Source: an optimization exercise on an open RTL-to-GDS flow (aim: small area). Production flows keep margins and buffers that such runs may drop.
Function was checked by simulation only, so behaviour that the tests miss may differ from the original.
Power is estimated from default activity; no workload was simulated.

// top_module
module top_module (
    input wire clk,
    input wire reset,
    input wire rx,
    input wire mode_switch,
    input wire btn_up,
    input wire btn_down,
    output wire pwm_fan,
    output wire in1,
    output wire in2,
    output wire in3,
    output wire [3:0] an,
    output wire [6:0] seg,
    output wire dp
);
    function [16:0] rca16(input [15:0] a, input [15:0] b, input ci);
        integer i;
        reg c;
        reg [15:0] s;
        begin
            c = ci;
            for (i = 0; i < 16; i = i + 1) begin
                s[i] = a[i] ^ b[i] ^ c;
                c = (a[i] & b[i]) | (a[i] & c) | (b[i] & c);
            end
            rca16 = {c, s};
        end
    endfunction
    localparam [6:0] U_S0 = 7'b0011010, U_S52 = 7'b0000001, U_END = 7'b1001101;
    reg rx1, nrx2;      
    reg busy;
    reg [6:0] cnt;
    reg [9:0] sh;       
    reg [7:0] ntdf;     
    always @(posedge clk or posedge reset)
        if (reset) begin rx1 <= 1'b1; nrx2 <= 1'b0; end
        else begin rx1 <= rx; nrx2 <= ~rx1; end
    wire utick = (cnt == U_END);
    always @(posedge clk)
        cnt <= busy ? {cnt[5:0], ~(cnt[0] ^ cnt[6]) ^ utick} : U_S52;
    always @(posedge clk or posedge reset)
        if (reset) busy <= 1'b0;
        else busy <= busy ? ~(utick & sh[0]) : nrx2;
    always @(posedge clk)
        if (!busy) sh <= 10'b1000000000;
        else if (utick & ~sh[0]) sh <= {nrx2, sh[9:1]};
    wire dv = ~busy & (cnt == U_S0);
    always @(posedge clk or posedge reset)
        if (reset) ntdf <= 8'hff;
        else if (dv) ntdf <= sh[9:2];
    localparam [16:0] C_LIM = 17'b01001010111000001;    
    reg [6:0] usp;
    reg [16:0] count;
    wire up = btn_up & (usp != 7'd99);
    wire dn = ~up & btn_down & (usp != 7'd0);
  ...
Settings: LEC_CHECK=0, ABC_AREA=1, CAP_MARGIN=20, CORE_MARGIN=2, CORE_UTILIZATION=65, CTS_BUF_LIST=sky130_fd_sc_hd__clkbuf_4, PLACE_DENSITY=0.75, SLEW_MARGIN=20; clock period 10.0 ns.
run.sh (not shown) runs the stock make flow with config.mk's settings and CLKGATE_MAP_FILE= SYNTH_SCRIPT=/design/flow/synth_recipe.tcl, a recipe that flattens the netlist after the stock synthesis.
Rerun with:
CORE_UTILIZATION = 40   (was 65)
CTS_BUF_LIST = sky130_fd_sc_hd__clkbuf_8   (was sky130_fd_sc_hd__clkbuf_4)
PLACE_DENSITY = 0.6   (was 0.75)
After rerunning: Sequential power hardly moves. Flip-flop and latch count is unchanged. Cell count increases by 9.7%.

* * *

Setup of JK:
The RTL this note starts from:
==> flow/design.v <==
module top_module (
    input wire clk,
    input wire reset,
    input wire rx,
    input wire mode_switch,
    input wire btn_up,
    input wire btn_down,
    output wire pwm_fan,
    output wire in1,
    output wire in2,
    output wire in3,
    output wire [3:0] an,
    output wire [6:0] seg,
    output wire dp
);
    function [16:0] rca16(input [15:0] a, input [15:0] b, input ci);
        integer i;
        reg c;
        reg [15:0] s;
        begin
            c = ci;
            for (i = 0; i < 16; i = i + 1) begin
                s[i] = a[i] ^ b[i] ^ c;
                c = (a[i] & b[i]) | (a[i] & c) | (b[i] & c);
            end
            rca16 = {c, s};
        end
    endfunction
    localparam [6:0] U_S0 = 7'b0011010, U_S52 = 7'b0000001, U_END = 7'b1001101;
    reg rx1, nrx2;      
    reg busy;
    reg [6:0] cnt;
    reg [9:0] sh;       
    reg [7:0] ntdf;     
    always @(posedge clk or posedge reset)
        if (reset) begin rx1 <= 1'b1; nrx2 <= 1'b0; end
        else begin rx1 <= rx; nrx2 <= ~rx1; end
    wire utick = (cnt == U_END);
    always @(posedge clk)
        cnt <= busy ? {cnt[5:0], ~(cnt[0] ^ cnt[6]) ^ utick} : U_S52;
    always @(posedge clk or posedge reset)
        if (reset) busy <= 1'b0;
        else busy <= busy ? ~(utick & sh[0]) : nrx2;
    always @(posedge clk)
        if (!busy) sh <= 10'b1000000000;
        else if (utick & ~sh[0]) sh <= {nrx2, sh[9:1]};
    wire dv = ~busy & (cnt == U_S0);
    always @(posedge clk or posedge reset)
        if (reset) ntdf <= 8'hff;
        else if (dv) ntdf <= sh[9:2];
    localparam [16:0] C_LIM = 17'b01001010111000001;    
    reg [6:0] usp;
    reg [16:0] count;
    wire up = btn_up & (usp != 7'd99);
    wire dn = ~up & btn_down & (usp != 7'd0);
    wire active = mode_switch & (up | dn);
    wire lim = (count == C_LIM);
    always @(posedge clk)
        count <= (active & ~lim & ~reset) ? {count[15:0], ~(count[16] ^ count[2])} : 17'd0;
    wire [16:0] usp_n = rca16({9'd0, usp}, {16{dn}}, up);
    always @(posedge clk or posedge reset)
        if (reset) usp <= 7'd24;
        else if (active & lim) usp <= usp_n[6:0];
    wire [7:0] csp = mode_switch ? {1'b0, usp} : 8'd24;
    wire [16:0] dsum = rca16({8'd0, csp}, {8'd0, ntdf}, 1'b1);    
    wire [7:0] d = dsum[7:0];
    wire fan_en = ~dsum[8];                                        
    wire [16:0] c_gt = rca16({9'd0, usp}, {8'd0, ntdf}, 1'b1);     
    wire [16:0] c_ge = rca16({9'd0, usp}, {8'd0, ntdf}, 1'b0);     
    assign in2 = ~c_gt[8];
    assign in3 = c_gt[8];
    assign in1 = ~c_ge[8];
    reg [7:0] e1, e2, e3, e4;
    reg [13:0] ctl;
    always @(posedge clk) begin
        e1 <= d;
        e2 <= e1;
    end
    always @(posedge clk or posedge reset)
        if (reset) begin e3 <= 8'd24; e4 <= 8'd24; end
        else begin e3 <= e2; e4 <= e3; end
    wire [16:0] pa = rca16({8'd0, e4}, {7'h7f, ~e3, 1'b1}, 1'b1);   
    wire [16:0] pb = rca16(pa[15:0], {6'd0, e2, 2'b00}, 1'b0);      
    wire [16:0] pc_ = rca16({2'b00, ctl}, pb[15:0], 1'b0);
    always @(posedge clk or posedge reset)
        if (reset) ctl <= 14'h3fd0;     
        else ctl <= pc_[13:0];
    reg [15:0] pc;
    reg pwm;
    wire [16:0] pc_inc = rca16(pc, 16'd0, 1'b1);
    wire [16:0] c_lt = rca16({2'b00, ctl}, {2'b11, ~pc[15:2]}, 1'b0);   
    always @(posedge clk or posedge reset)
        if (reset) pc <= 16'd0;
        else pc <= pc_inc[15:0];
    always @(posedge clk) pwm <= c_lt[16];
    assign pwm_fan = fan_en & pwm;
    localparam [9:0] R_S0 = 10'b0111010011, R_END = 10'b1011101001;
    reg [9:0] rc;
    reg [1:0] sel;
    reg [3:0] sd;
    wire rtick = (rc == R_END);
    always @(posedge clk or posedge reset)
        if (reset) rc <= R_S0;
        else rc <= {rc[8:0], ~(rc[2] ^ rc[9]) ^ rtick};
    wire [1:0] sel_n = {sel[1] ^ (sel[0] & rtick), sel[0] ^ rtick};
    always @(posedge clk or posedge reset)
        if (reset) sel <= 2'd0;
        else sel <= sel_n;
    function [3:0] d5(input [2:0] r, input b);    
        d5 = {r[2] | b & r[1] | r[0] & r[1],
              b & r[2] | ~b & ~r[0] & r[1],
              b & r[0] & ~r[2] | ~b & r[0] & ~r[1],
              r[2] | (b ^ r[1])};
    endfunction
    wire [7:0] tin = mode_switch ? {1'b0, usp} : ~ntdf;
    wire [3:0] s1 = d5({1'b0, tin[7:6]}, tin[5]);
    wire [3:0] s2 = d5(s1[2:0], tin[4]);
    wire [3:0] s3 = d5(s2[2:0], tin[3]);
    wire [3:0] s4 = d5(s3[2:0], tin[2]);
    wire [3:0] s5 = d5(s4[2:0], tin[1]);
    wire [4:0] q = {s1[3], s2[3], s3[3], s4[3], s5[3]};    
    wire [3:0] u1 = d5({1'b0, q[4:3]}, q[2]);
    wire [3:0] u2 = d5(u1[2:0], q[1]);
    always @(posedge clk)
        sd <= (sel_n == 2'd0) ? {u2[2:0], q[0]} : (sel_n == 2'd1) ? {s5[2:0], tin[0]} : 4'd0;
    assign an = {sel[1] | sel[0], sel[1] | ~sel[0], ~sel[1] | sel[0], ~(sel[1] & sel[0])};
    assign dp = sel[1] | ~sel[0];
    wire l = sd[0], c0 = sd[1], c1 = sd[2], c2 = sd[3];
    assign seg[0] = l & ~c0 & ~c1 | ~l & ~c0 & c1;
    assign seg[1] = ~l & c0 & c1 | l & ~c0 & c1;
    assign seg[2] = ~l & c0 & ~c1 & ~c2;
    assign seg[3] = ~l & ~c0 & c1 | l & ~c0 & ~c1 | l & c0 & c1;
    assign seg[4] = ~c0 & c1 | l;
    assign seg[5] = l & ~c1 & ~c2 | c0 & ~c1 & ~c2 | l & c0 & ~c2;
    assign seg[6] = ~c0 & ~c1 | l & c0 & c1;
endmodule
Settings: LEC_CHECK=0, ABC_AREA=1, CAP_MARGIN=0, CORE_MARGIN=2, CORE_UTILIZATION=65, CTS_BUF_LIST=sky130_fd_sc_hd__clkbuf_4, PLACE_DENSITY=0.75, SLEW_MARGIN=0; clock period 10.0 ns.
standard.sh (not shown) runs the stock make flow with config.mk's settings and CLKGATE_MAP_FILE= SYNTH_SCRIPT=/design/flow/synth_recipe.tcl, a recipe that flattens the netlist after the stock synthesis.
==> flow/flow/run.sh <==
#!/bin/bash
# Own layout flow: the standard ORFS flow (standard.sh) with these changes
#  - synthesis maps the logic with a stronger ABC area script (flow/abc_area.script);
#    the registers, their names and cells are those of the standard synthesis
#  - after synthesis, flow/polarity.py re-chooses the polarity of full adders, majority
#    gates and xor gates to need fewer inverters; the result is used only if a SAT proof
#    (yosys, flip-flops cut by flow/combcut.py) shows its logic equals the synthesised one
#  - port buffers are sky130_fd_sc_hd__buf_1
#  - clock tree synthesis inserts no dummy loads
# Logs: flow_synth.log (synthesis), polarity.log, polarity_eq.log, flow_make.log (the rest);
# ORFS also keeps one log per step in orfs/logs/.
set -euo pipefail
W=$(pwd)
rm -rf "$W/scripts_own"
cp -r "$FLOW_HOME/scripts" "$W/scripts_own"
cp "$W/flow/abc_area.script" "$W/scripts_own/abc_area.script"
export SCRIPTS_DIR="$W/scripts_own"
export BUFFER_PORTS_ARGS="-buffer_cell sky130_fd_sc_hd__buf_1"
export CTS_ARGS="-sink_clustering_enable -repair_clock_nets -buf_list sky130_fd_sc_hd__clkbuf_4 -dont_use_dummy_load"
R="$W/orfs/results/sky130hd/top_module/base"
YOSYS="$FLOW_HOME/../tools/install/yosys/bin/yosys"
LIB="$FLOW_HOME/platforms/sky130hd/lib/sky130_fd_sc_hd__tt_025C_1v80.lib"

bash "$W/standard.sh" "$R/1_2_yosys.v" > "$W/flow_synth.log" 2>&1
cp "$R/1_2_yosys.v" "$W/synth_orig.v"
ok=0
if python3 "$W/flow/polarity.py" "$W/synth_orig.v" "$W/synth_pol.v" > "$W/polarity.log" 2>&1 \
   && python3 "$W/flow/combcut.py" "$W/synth_orig.v" "$W/eq_gold.v" gold >> "$W/polarity.log" 2>&1 \
   && python3 "$W/flow/combcut.py" "$W/synth_pol.v" "$W/eq_gate.v" gate >> "$W/polarity.log" 2>&1; then
  cat > "$W/eq.ys" <<EOS
read_liberty -ignore_miss_func $LIB
read_verilog $W/eq_gold.v
read_verilog $W/eq_gate.v
flatten
opt_clean
miter -equiv -flatten -make_assert gold gate m
hierarchy -top m
sat -verify -prove-asserts m
EOS
  if "$YOSYS" -s "$W/eq.ys" > "$W/polarity_eq.log" 2>&1 && grep -q "SAT proof finished - no model found: SUCCESS" "$W/polarity_eq.log"; then
    ok=1
  fi
fi
if [[ $ok == 1 ]]; then
  cp "$W/synth_pol.v" "$R/1_2_yosys.v"
  echo "polarity: using the re-polarised netlist" >> "$W/polarity.log"
else
  echo "polarity: keeping the synthesised netlist" >> "$W/polarity.log"
fi
touch "$R/1_2_yosys.v"
bash "$W/standard.sh" > "$W/flow_make.log" 2>&1
Other scripts of this flow, unchanged in this note and not shown: flow/flow/abc_area.script, flow/flow/combcut.py, flow/flow/polarity.py
diff inputs: JK => MS
--- a/flow/flow/run.sh
+++ b/flow/flow/run.sh
@@ -19 +19 @@
-export CTS_ARGS="-sink_clustering_enable -repair_clock_nets -buf_list sky130_fd_sc_hd__clkbuf_4 -dont_use_dummy_load"
+export CTS_ARGS="-repair_clock_nets -buf_list sky130_fd_sc_hd__clkbuf_4 -dont_use_dummy_load"
Results
Comparing MS against JK, there is no change at all in port buffer count. Hold-critical path depth came out exactly the same in MS and JK. Going from JK to MS, switching share of power roughly the same; wire length roughly the same; portion of total power attributed to combinational logic roughly the same. Re met2 wire length: no difference whatsoever between MS and JK. JK -> MS: number of nets with antenna violations after routing delta 0, exact match. Diff JK..MS | multi-input logic portion of the cell area | unchanged. As far as utilization goes, JK and MS are indistinguishable; the numbers are identical. As far as pre-CTS setup slack is concerned, JK and MS perform about the same. Placed instance area came out exactly the same in MS and JK.
Here is what was changed in the inputs of AL compared with MS.
--- a/flow/flow/run.sh
+++ b/flow/flow/run.sh
@@ -19 +19 @@
-export CTS_ARGS="-repair_clock_nets -buf_list sky130_fd_sc_hd__clkbuf_4 -dont_use_dummy_load"
+export CTS_ARGS="-sink_clustering_enable -repair_clock_nets -buf_list sky130_fd_sc_hd__clkbuf_8 -dont_use_dummy_load -sink_clustering_size 30 -sink_clustering_max_diameter 200"
==> comparison <==
- AL vs. MS: sequential share of layout area now sits lower, via count now sits higher, clock network latency to the later pin of the worst-skew pair now sits lower.
### AL -> TR
--- a/flow/flow/run.sh
+++ b/flow/flow/run.sh
@@ -19 +19 @@
-export CTS_ARGS="-sink_clustering_enable -repair_clock_nets -buf_list sky130_fd_sc_hd__clkbuf_8 -dont_use_dummy_load -sink_clustering_size 30 -sink_clustering_max_diameter 200"
+export CTS_ARGS="-sink_clustering_enable -repair_clock_nets -buf_list sky130_fd_sc_hd__clkbuf_4 -dont_use_dummy_load -sink_clustering_size 30"
Relative to AL, the final cell area reported for TR is lower.
In the reports for TR and AL, the larger fraction of power consumed by the clock network belongs to AL.
Non-filler instance count after layout came out exactly the same in TR and AL.
met2 demand-to-capacity share in global routing in TR is 0.32 points below AL.
Relative to AL, the detailed-route vias per instance measured on TR has decreased slightly.
Worst hold slack across all endpoints of AL is on par with TR.
Total power draw down 7.1% in TR wrt AL

==> what the ideal ports hide <==
No port has a modelled driver above. Below, the same layouts with a new extraction and two added sets of constraints.
Step 1, drivers: a clkbuf_16 drives clk and a buf_2 each remaining input, both assumed.
Step 2 adds t to the input delays and takes it off the output delays; t is the mean of the earliest and latest rising clock arrival at the registers after step 1. Input paths then give back, and output paths get back, about the clock's delay inside the block.
Slacks: ideal / step 1 / step 2; pairs: ideal / step 1.
run	t (ns)	setup WS [ns]	worst hold slack (ns)
the first run of note 1	0.559	1.918 / 1.897 / 1.897	0.340 / 0.340 / 0.340
the second run of note 1	0.458	2.097 / 2.066 / 2.066	0.334 / 0.334 / 0.334
JK	0.510	2.562 / 2.538 / 2.538	0.320 / 0.320 / 0.320
MS	0.510	2.562 / 2.538 / 2.538	0.320 / 0.320 / 0.320
AL	0.438	2.567 / 2.544 / 2.544	0.318 / 0.318 / 0.318
TR	0.510	2.562 / 2.538 / 2.538	0.320 / 0.320 / 0.320
After both steps every run listed still meets setup and hold. The setup slack of the second run of note 1, which loses most, moves by -0.031 ns with the drivers and by -0.031 ns with both steps.
